What follows belongs to an exercise in optimizing a design on an open flow for small area, a short achievable clock period and few clock cycles; a production flow would make more cautious choices. Only simulation tests tie the RTL to the original design; equivalence was not proved. The clock port is modelled as an ideal driver, which makes a skipped or thinned clock tree look cheaper than it is; a real chip needs a root buffer or a tree. No activity file was given, so power comes from the tool's default toggle rates.

// ME
module ME(
    input clk,
    input rst_n,
    input block_valid,
    input area_valid,
    input [7:0] in_data,
    output logic out_valid,
    output logic signed [2:0] out_vector
);
logic [7:0] nblk [0:15];
always_ff @(posedge clk)
    if (block_valid) begin
        for (int k = 0; k < 15; k++) nblk[k] <= nblk[k+1];
        nblk[15] <= ~in_data;
    end
logic [7:0] pix [0:11];
always_ff @(posedge clk) begin
    pix[0] <= in_data;
    for (int d = 1; d < 12; d++) pix[d] <= pix[d-1];
end
function automatic [7:0] pixd(input integer i);
    pixd = i == 0 ? pix[11] : i == 1 ? pix[7] : i == 2 ? pix[3] : in_data;
endfunction
logic [7:0] adv [0:15];
logic       adc [0:15];
always_ff @(posedge clk)
    for (int k = 0; k < 16; k++)
        {adc[k], adv[k]} <= {1'b0, pixd(k/4)} + {1'b0, nblk[k]};
logic [3:0] pd0 [0:14];
logic [3:0] pd1 [0:14];
logic [3:0] pd2 [0:14];
logic       kc1 [0:14];
logic       kc2 [0:14];
function automatic [3:0] topmask(input integer s);
    integer m, k;
    m = (255 * (s + 1)) >> 8;
    k = 0;
    while (k < m) k = 2 * k + 1;
    topmask = k;
endfunction
function automatic [4:0] radd4(input [3:0] a, input [3:0] b, input ci);
    logic c;
    c = ci;
    for (int i = 0; i < 4; i++) begin
        radd4[i] = a[i] ^ b[i] ^ c;
        c = (a[i] & b[i]) | (c & (a[i] ^ b[i]));
    end
    radd4[4] = c;
endfunction
always_ff @(posedge clk)
    for (int s = 0; s < 15; s++) begin
        logic [11:0] t;
        logic [4:0] q0;
        logic [4:0] q1;
        logic [4:0] q2;
        t = {4'd0, adv[s] ^ {8{~adc[s]}}};
        q0 = radd4((s == 0 ? 4'd0 : pd0[s-1]), t[3:0], adc[s]);
        q1 = radd4((s == 0 ? 4'd0 : pd1[s-1]), t[7:4], (s == 0 ? 1'b0 : kc1[s-1]));
        q2 = radd4((s == 0 ? 4'd0 : pd2[s-1]), t[11:8], (s == 0 ? 1'b0 : kc2[s-1]));
        pd0[s] <= q0[3:0];
        kc1[s] <= q0[4];
        pd1[s] <= q1[3:0];
        kc2[s] <= q1[4];
        pd2[s] <= q2[3:0] & topmask(s);
    end
logic [11:0] sad;
always_ff @(posedge clk)
    sad <= {pd2[14], pd1[14], pd0[14]} + ({11'd0, kc1[14]} << 4) + ({11'd0, kc2[14]} << 8)
           + {4'd0, adv[15] ^ {8{~adc[15]}}} + {11'd0, adc[15]};
logic [5:0] idx;
logic v1, v2;
  ...
Size in the first run: about 600 flip-flops, ~16 I/O pins, ~0.024 mm^2 of cells after synthesis.
clock: 5.5 ns
lec_check: 0
abc_area: 1
abc_clock_period_in_ps: 2200
cap_margin: 20
core_margin: 2
core_utilization: 60
cts_cluster_diameter: 100
cts_cluster_size: 30
setup_slack_margin: 3.25
slew_margin: 20
tns_end_percent: 100
run.sh (not shown) runs the stock make flow with config.mk's settings and CLKGATE_MAP_FILE= SYNTH_SCRIPT=/design/flow/synth_recipe.tcl, a recipe that flattens the netlist after the stock synthesis.
Testbench counts at the start, summed over its fixed seeds: cycles 43,008.
Next try:
- PLACE_DENSITY: default -> 0.65
- SETUP_SLACK_MARGIN: 3.25 -> 3.35
Cell area rises slightly.
Clock-buffer cell count falls by 1.
Synthesized area stays the same.
Worst hold slack loses 0.032 ns.
Routed wire length stays flat.

========
== job 101 ==
The RTL this note starts from:
==> flow/design.v <==
module ME(
    input clk,
    input rst_n,
    input block_valid,
    input area_valid,
    input [7:0] in_data,
    output logic out_valid,
    output logic signed [2:0] out_vector
);
logic [7:0] pix [0:12];
always_ff @(posedge clk) begin
    pix[0] <= in_data;
    for (int d = 1; d < 13; d++) pix[d] <= pix[d-1];
end
logic bv;
always_ff @(posedge clk) bv <= block_valid;
logic [7:0] nblk [0:15];
always_ff @(posedge clk)
    if (bv) begin
        for (int k = 0; k < 15; k++) nblk[k] <= nblk[k+1];
        nblk[15] <= ~pix[0];
    end
logic [7:0] adv [0:15];
logic       adc [0:15];
always_ff @(posedge clk)
    for (int k = 0; k < 16; k++)
        {adc[k], adv[k]} <= {1'b0, pix[12 - 4*(k/4)]} + {1'b0, nblk[k]};
logic [3:0] pd0 [0:15];
logic [3:0] pd1 [0:15];
logic [3:0] pd2 [0:15];
logic       kc1 [0:15];
logic       kc2 [0:15];
function automatic [3:0] topmask(input integer s);
    integer m, k;
    m = (255 * (s + 1)) >> 8;
    k = 0;
    while (k < m) k = 2 * k + 1;
    topmask = k;
endfunction
always_ff @(posedge clk)
    for (int s = 0; s < 16; s++) begin
        logic [11:0] t;
        logic [4:0] q0;
        logic [4:0] q1;
        logic [4:0] q2;
        t = {4'd0, adv[s] ^ {8{~adc[s]}}};
        q0 = {1'b0, (s == 0 ? 4'd0 : pd0[s-1])} + {1'b0, t[3:0]} + {4'd0, adc[s]};
        q1 = {1'b0, (s == 0 ? 4'd0 : pd1[s-1])} + {1'b0, t[7:4]} + {4'd0, (s == 0 ? 1'b0 : kc1[s-1])};
        q2 = {1'b0, (s == 0 ? 4'd0 : pd2[s-1])} + {1'b0, t[11:8]} + {4'd0, (s == 0 ? 1'b0 : kc2[s-1])};
        pd0[s] <= q0[3:0];
        kc1[s] <= q0[4];
        pd1[s] <= q1[3:0];
        kc2[s] <= q1[4];
        pd2[s] <= q2[3:0] & topmask(s);
    end
wire [11:0] sad_d = {pd2[15], pd1[15], pd0[15]};
wire [11:0] sad_k = {3'd0, kc2[15], 3'd0, kc1[15], 4'd0};
logic [11:0] sad;
always_ff @(posedge clk) sad <= sad_d + sad_k;
logic [5:0] idx;
logic v0, v1, v2, v3;
always_ff @(posedge clk, negedge rst_n)
    if (!rst_n) begin
        v0 <= 1'b0;
        v1 <= 1'b0;
        v2 <= 1'b0;
        v3 <= 1'b0;
    end else begin
        v0 <= area_valid;
        v1 <= v0;
        v2 <= v1;
        v3 <= v2;
    end
always_ff @(posedge clk)
    idx <= bv ? 6'd0 : idx + {5'd0, v3};
wire [2:0] cur_x = idx[2:0] - 3'd5;    
wire [2:0] cur_y = 3'd5 - idx[5:3];    
logic wok, wlast;
always_ff @(posedge clk) begin
    wok   <= v2 && (idx + {5'd0, v3}) >= 6'd27 && (idx[2:0] + {2'd0, v3}) >= 3'd3;
    wlast <= v2 && (idx + {5'd0, v3}) == 6'd63;
end
logic [11:0] nmlag, nprev;
logic        prev_ok, prev_better;
logic [2:0]  lag_x, lag_y, prev_x, prev_y;
wire better = wok && sad < ~nmlag && (!prev_ok || sad < ~nprev);
always_ff @(posedge clk) begin
    nprev       <= ~sad;
    prev_ok     <= wok;
    prev_better <= better;
    prev_x      <= cur_x;
    prev_y      <= cur_y;
    if (bv)
        nmlag <= 12'h000;    
    else if (prev_better) begin
        nmlag <= nprev;
        lag_x <= prev_x;
        lag_y <= prev_y;
    end
end
logic second;
always_ff @(posedge clk, negedge rst_n)
    if (!rst_n) begin
        out_valid  <= 1'b0;
        second     <= 1'b0;
        out_vector <= 3'd0;
    end else begin
        second    <= wlast;
        out_valid <= wlast || second;
        if (wlast)
            out_vector <= better ? cur_x : prev_better ? prev_x : lag_x;
        else if (second)
            out_vector <= prev_better ? prev_y : lag_y;
        else
            out_vector <= 3'd0;
    end
endmodule
export LEC_CHECK = 0
export ABC_CLOCK_PERIOD_IN_PS = 1900
export CAP_MARGIN = 20
export CORE_MARGIN = 2
export CORE_UTILIZATION = 60
export SETUP_SLACK_MARGIN = 3.75
export SLEW_MARGIN = 20
export TNS_END_PERCENT = 100
create_clock -name core_clock -period 5.5 [get_ports {clk}]
standard.sh (not shown) runs the stock make flow with config.mk's settings and CLKGATE_MAP_FILE= SYNTH_SCRIPT=/design/flow/synth_recipe.tcl, a recipe that flattens the netlist after the stock synthesis.
==> flow/flow/run.sh <==
#!/bin/bash
# The standard layout, except for clock tree synthesis: after placement
# flow/cts_manual.tcl builds the clock tree (see mcts.tcl), then the
# standard flow continues from it. Each step's output goes to its own log.
set -euo pipefail
here=$(pwd)
bash standard.sh place > make_place.log 2>&1
bash standard.sh run RUN_SCRIPT="$here/flow/cts_manual.tcl" RUN_LOG_NAME_STEM=4_1_cts_manual \
    MCTS_LEAVES=24 MCTS_ROOT=clkinv_16 MCTS_LEAF=clkinv_8 > make_cts.log 2>&1
bash standard.sh finish > make_finish.log 2>&1
Other scripts of this flow, unchanged in this note and not shown: flow/flow/cts_manual.tcl, flow/flow/mcts.tcl
Testbench counts of job 101, summed over its fixed seeds: cycles 44,032.
Changes in job 102 relative to job 101:
- SETUP_SLACK_MARGIN now 3.6, was 3.75
- CORE_UTILIZATION now 50, was 60
- ABC_AREA now 1, previously not set
Findings:
Looking at relative slew slack across both flows, job 102 is the weaker of the two, with job 101 ahead. Job 102 vs job 101: final cell count without fillers up by more than 10%. Re final core utilization: job 102 is 14 points down on job 101. Per the comparison of job 102 with job 101, synthesized cell count picked up an extra 14%; maximum number of pins on one net before global-route repair went up. NOTE: clock network power share in job 102 exceeds that of job 101. The combinational power reported for job 102 is smaller than that of job 101 by about 6%. In the metrics for job 102 and job 101, the one carrying the lower routed wire length is job 101. Job 102 finished end to end and its layout was clean on timing, DRC and antenna. Job 101 ended up with nblk[11][1]$_DFFE_PP_ as its worst setup path startpoint; job 102 ended up with out_vector[1]$_DFF_PN0_.
Input-level comparison between job 103 and job 102:
- CORE_UTILIZATION: 50 -> 60
- SETUP_SLACK_MARGIN: 3.6 -> 3.55
## What came out
Job 102 vs job 103, cell with the largest stage delay on the worst path: dfrtp_1 vs dfxtp_1. After detailed routing, job 102 needs more wire than job 103. Job 103 finished all stages; the layout is clean. A kind of critical path of reg -> reg is what job 103 shows, while reg -> out belongs to job 102. Row count: job 103 < job 102. Between job 103 and job 102, it is job 103 whose required time of the worst setup path is higher, by 1.21 ns.
For job 104, these inputs were changed with respect to job 103:
- a change of SETUP_SLACK_MARGIN from 3.55 to 3.6
- a deleted ABC_AREA that had been 1
--- a/flow/flow/run.sh
+++ b/flow/flow/run.sh
@@ -6,3 +6,3 @@
 here=$(pwd)
-bash standard.sh place > make_place.log 2>&1
+bash standard.sh ADDER_MAP_FILE= place > make_place.log 2>&1
 bash standard.sh run RUN_SCRIPT="$here/flow/cts_manual.tcl" RUN_LOG_NAME_STEM=4_1_cts_manual \
Notes after the runs:
Measured against each other, job 103 and job 104 differ in share of power burned in combinational logic, the higher figure coming from job 103. On job 104: biggest cell delay along the critical path is 0.22 ns lower than what job 103 gave. The synthesis-to-finish area growth of job 104 exceeds that of job 103 by 9.2 points. Re routed length on met2: job 103 and job 104 aren't equal, and the lower value belongs to job 103. First-pass GRT wire length was higher in the run labelled job 104.
Changes in job 105 relative to job 104:
- ABC_AREA now 1, previously not set
--- a/flow/flow/run.sh
+++ b/flow/flow/run.sh
@@ -6,3 +6,3 @@
 here=$(pwd)
-bash standard.sh ADDER_MAP_FILE= place > make_place.log 2>&1
+bash standard.sh place > make_place.log 2>&1
 bash standard.sh run RUN_SCRIPT="$here/flow/cts_manual.tcl" RUN_LOG_NAME_STEM=4_1_cts_manual \
==> comparison <==
- Changes observed in job 105 relative to job 104: post-synthesis mux area share flat; clock tree skew after final layout up 0.024 ns; post-layout total power down about 5%; final worst-path cycle share down 8.4 points.
- For job 104, the main combinational cell family by area after synthesis was XOR/XNOR gates, unlike job 105, where it was adder cells.
- Run comparison: job 105 leading cell type in the layout, fill and taps excluded dfxtp_1; job 104 leading cell type in the layout, fill and taps excluded xnor2_1
- Job 105 vs. job 104: first-iteration DRC count went down 202, horizontal die dimension went up about 0.9%.
In every run of this note, the design's own scripts or RTL, not TritonCTS, make the clock network.

port drivers added, routing unchanged:
How much do the figures lean on ideal ports? The routed layouts below were timed once more, with nothing changed but the port constraints. Step 1, drivers: a clkbuf_16 drives clk and a buf_2 each remaining input, both assumed. Step 2 adds t to the input delays and takes it off the output delays; t is the mean of the earliest and latest rising clock arrival at the registers after step 1. Input paths then give back, and output paths get back, about the clock's delay inside the block. Slacks: ideal ports / drivers / drivers and shift; pairs: ideal ports / drivers.
| run | t (ns) | setup WS [ns] | hold slack, ns |
|---|---|---|---|
| the first run of note 1 | 0.628 | 3.299 / 3.268 / 2.706 | 0.327 / 0.327 / 0.327 |
| the second run of note 1 | 0.637 | 3.260 / 3.260 / 2.823 | 0.295 / 0.295 / 0.295 |
| job 101 | 0.444 | 3.566 / 3.449 / 3.566 | 0.304 / 0.305 / 0.305 |
| job 102 | 0.446 | 3.564 / 3.338 / 3.662 | 0.331 / 0.331 / 0.331 |
| job 103 | 0.439 | 3.576 / 3.449 / 3.576 | 0.311 / 0.312 / 0.312 |
| job 104 | 0.448 | 3.211 / 3.211 / 3.211 | 0.316 / 0.316 / 0.316 |
| job 105 | 0.443 | 3.674 / 3.449 / 3.674 | 0.315 / 0.316 / 0.316 |
After both steps every run listed still meets setup and hold. The setup slack of the first run of note 1, which loses most, moves by -0.031 ns with the drivers and by -0.593 ns with both steps.
